Source: an optimization exercise on an open RTL-to-GDS flow (aim: small area, a short achievable clock period and few clock cycles per item). Production flows keep margins and buffers that such runs may drop.
Function was checked by simulation only, so behaviour that the tests miss may differ from the original.
Power figures rest on the tool's default switching activity, not on a simulated workload.

== the baseline ==
Design ldpc_encoder, start of the top module:
module ldpc_encoder (
    input  wire        clk,
    input  wire        rst_n,
    input  wire        start_input,
    input  wire        start_conf_input,
    input  wire [63:0] data_in,
    output wire [63:0] data_out,
    output wire        done
);
Size: ~4700 flip-flops, about 130 I/O pins, ~210000 µm² of cells after synthesis.
Settings: LEC_CHECK=0, CAP_MARGIN=30, CORE_MARGIN=2, CORE_UTILIZATION=55, CTS_CLUSTER_DIAMETER=60, CTS_CLUSTER_SIZE=30, SLEW_MARGIN=30; clock period 12.0 ns.
standard.sh (not shown) runs the stock make flow with config.mk's settings and CLKGATE_MAP_FILE= SYNTH_SCRIPT=/design/flow/synth_recipe.tcl, a recipe that flattens the netlist after the stock synthesis.
==> flow/flow/run.sh <==
#!/bin/bash
# The standard layout (standard.sh), with these settings changed:
#  - repair_timing aims for 8.0 ns of setup slack instead of 0, so the layout
#    is optimised for speed (the clock period and constraints are unchanged);
#  - the port buffers are sky130_fd_sc_hd__buf_4 rather than the cell the
#    resizer picks by default (a delay cell);
#  - more antenna-repair passes after detailed routing.
# make's full output goes to flow.log in the work folder; ORFS keeps each
# step's log under orfs/logs.
set -euo pipefail
sed "s/CLKGATE_MAP_FILE= /CLKGATE_MAP_FILE= SETUP_SLACK_MARGIN=8.0 MAX_REPAIR_ANTENNAS_ITER_DRT=15 'BUFFER_PORTS_ARGS=-buffer_cell sky130_fd_sc_hd__buf_4' /" \
  standard.sh > standard_tuned.sh
bash standard_tuned.sh > flow.log 2>&1
Testbench counts of the baseline, summed over its fixed seeds: cycles 9,664, items 192.
Here is what was changed in the inputs of the candidate compared with the baseline.
- changing CORE_UTILIZATION from 55 to 40
Findings:
The candidate: done, clean on timing, DRC and antenna
The candidate against the baseline: routing usage on met3 lower, multi-input gate share of the layout cell area decreased by 0.44 points relative to the old numbers, worst-skew pair later-pin latency rose by 0.10 ns, first-pass GRT wire length climbed 57000 µm.
For the non-clock buffer count, the candidate came in 78 higher than the baseline did.
Diff the baseline and the candidate: final cycle utilization of the critical path lower in the baseline
The core of the candidate is less densely filled than that of the baseline.
Compared with the baseline, the router placed fewer vias in the candidate.
On setup slack after layout, the candidate does worse than the baseline.


Another version of the RTL of ldpc_encoder (not shown whole).
Size: roughly 23000 cells after synthesis, ~4500 flip-flops, ~130 I/O pins, about 250000 sq um of cells after synthesis.
clock: 12.0 ns
lec_check: 0
cap_margin: 30
core_margin: 2
core_utilization: 55
slew_margin: 30
==> flow/flow/run.sh <==
#!/bin/bash
# The standard layout (standard.sh), with two repair settings changed:
#  - repair_timing aims for 7.4 ns of setup slack instead of 0, so the layout is
#    optimised for speed (the clock period and constraints are unchanged);
#  - more antenna-repair passes after detailed routing.
# make's full output goes to flow.log in the work folder; ORFS keeps each
# step's log under orfs/logs.
set -euo pipefail
sed 's/CLKGATE_MAP_FILE= /CLKGATE_MAP_FILE= SETUP_SLACK_MARGIN=7.4 MAX_REPAIR_ANTENNAS_ITER_DRT=15 /' \
  standard.sh > standard_tuned.sh
bash standard_tuned.sh > flow.log 2>&1
The first run aborted during global routing with GRT-0116.
Testbench counts at the start, summed over its fixed seeds: cycles 10,528, items 192.
Then changed:
==> flow/run.sh (new file) <==
#!/bin/bash
# synth_recipe.tcl (not shown) runs the flow's synth.tcl, then flattens the netlist and writes it again
# the make line also repeats each setting of config.mk as NAME=value (left out here)
make -C /OpenROAD-flow-scripts/flow DESIGN_CONFIG=/design/flow/config.mk WORK_HOME=/design/flow/orfs CLKGATE_MAP_FILE= SYNTH_SCRIPT=/design/flow/synth_recipe.tcl finish
CORE_UTILIZATION = 40   (was 55)
removed: flow/flow/run.sh
removed: flow/standard.sh
What happened: The changed run went through all stages and came out clean; synthesized cell count is unchanged; synthesized area does not change.


ldpc_encoder, a different RTL version from the one above (not shown whole).
For scale: ~20000 cells after synthesis, roughly 130 I/O pins, about 210000 um2 of cells after synthesis.
Settings: LEC_CHECK=0, CAP_MARGIN=30, CORE_MARGIN=2, CORE_UTILIZATION=45, CTS_CLUSTER_DIAMETER=60, CTS_CLUSTER_SIZE=30, SLEW_MARGIN=30; clock period 12.0 ns.
==> flow/flow/run.sh <==
#!/bin/bash
# The standard layout (standard.sh), with these settings changed:
#  - repair_timing aims for 8.0 ns of setup slack instead of 0, so the layout
#    is optimised for speed (the clock period and constraints are unchanged);
#  - the port buffers are sky130_fd_sc_hd__buf_4 rather than the cell the
#    resizer picks by default (a delay cell);
#  - more antenna-repair passes after detailed routing.
# make's full output goes to flow.log in the work folder; ORFS keeps each
# step's log under orfs/logs.
set -euo pipefail
sed "s/CLKGATE_MAP_FILE= /CLKGATE_MAP_FILE= SETUP_SLACK_MARGIN=8.0 MAX_REPAIR_ANTENNAS_ITER_DRT=15 'BUFFER_PORTS_ARGS=-buffer_cell sky130_fd_sc_hd__buf_4' /" \
  standard.sh > standard_tuned.sh
bash standard_tuned.sh > flow.log 2>&1
Testbench counts at the start, summed over its fixed seeds: cycles 9,856, items 192.
==> next run, changes <==
- CORE_UTILIZATION: 45 -> 55
Result: The changed run ran to the end with no violations; sequential power hardly moves; setup slack loses 0.10 ns; area after synthesis is unchanged; cell count drops by 5.1%; power climbs by about 3.3%; non-clock buffer count drops by 68.

-- afterwards: timing with drivers on the ports --
The flow's constraints put no driver on any port. The routed layouts listed below were extracted and timed again, unchanged, in two steps.
Step 1 assumes that a clkbuf_16 drives the clock port and a buf_2 every other input.
Step 2 also shifts input and output timing later by t, the mid clock arrival at the registers, as if the neighbouring blocks saw the same clock.
Slacks: ideal / step 1 / step 2; pairs: ideal / step 1.
| run | t, ns | slack for setup (ns) | worst setup path after step 2 | latest minus earliest clock arrival (ns) | worst register clock-pin slew, ns |
|---|---|---|---|---|---|
| the baseline | 1.167 | 7.803 / 7.803 / 6.974 | input to register | 0.079 / 0.079 | 0.11 / 0.11 |
| the candidate | 1.211 | 7.740 / 7.740 / 6.842 | input to register | 0.126 / 0.126 | 0.11 / 0.11 |
| the second run of note 2 | 1.313 | 4.964 / 4.964 / 4.964 | register to register | 0.154 / 0.155 | 0.09 / 0.09 |
| the first run of note 3 | 1.160 | 7.638 / 7.638 / 6.994 | input to register | 0.100 / 0.100 | 0.11 / 0.11 |
| the second run of note 3 | 1.123 | 7.534 / 7.534 / 6.968 | input to register | 0.104 / 0.104 | 0.12 / 0.12 |
After both steps every run listed still meets setup and hold. For the candidate, which loses most, drivers alone change the setup slack by 0.000 ns; drivers and shift together by -0.898 ns.
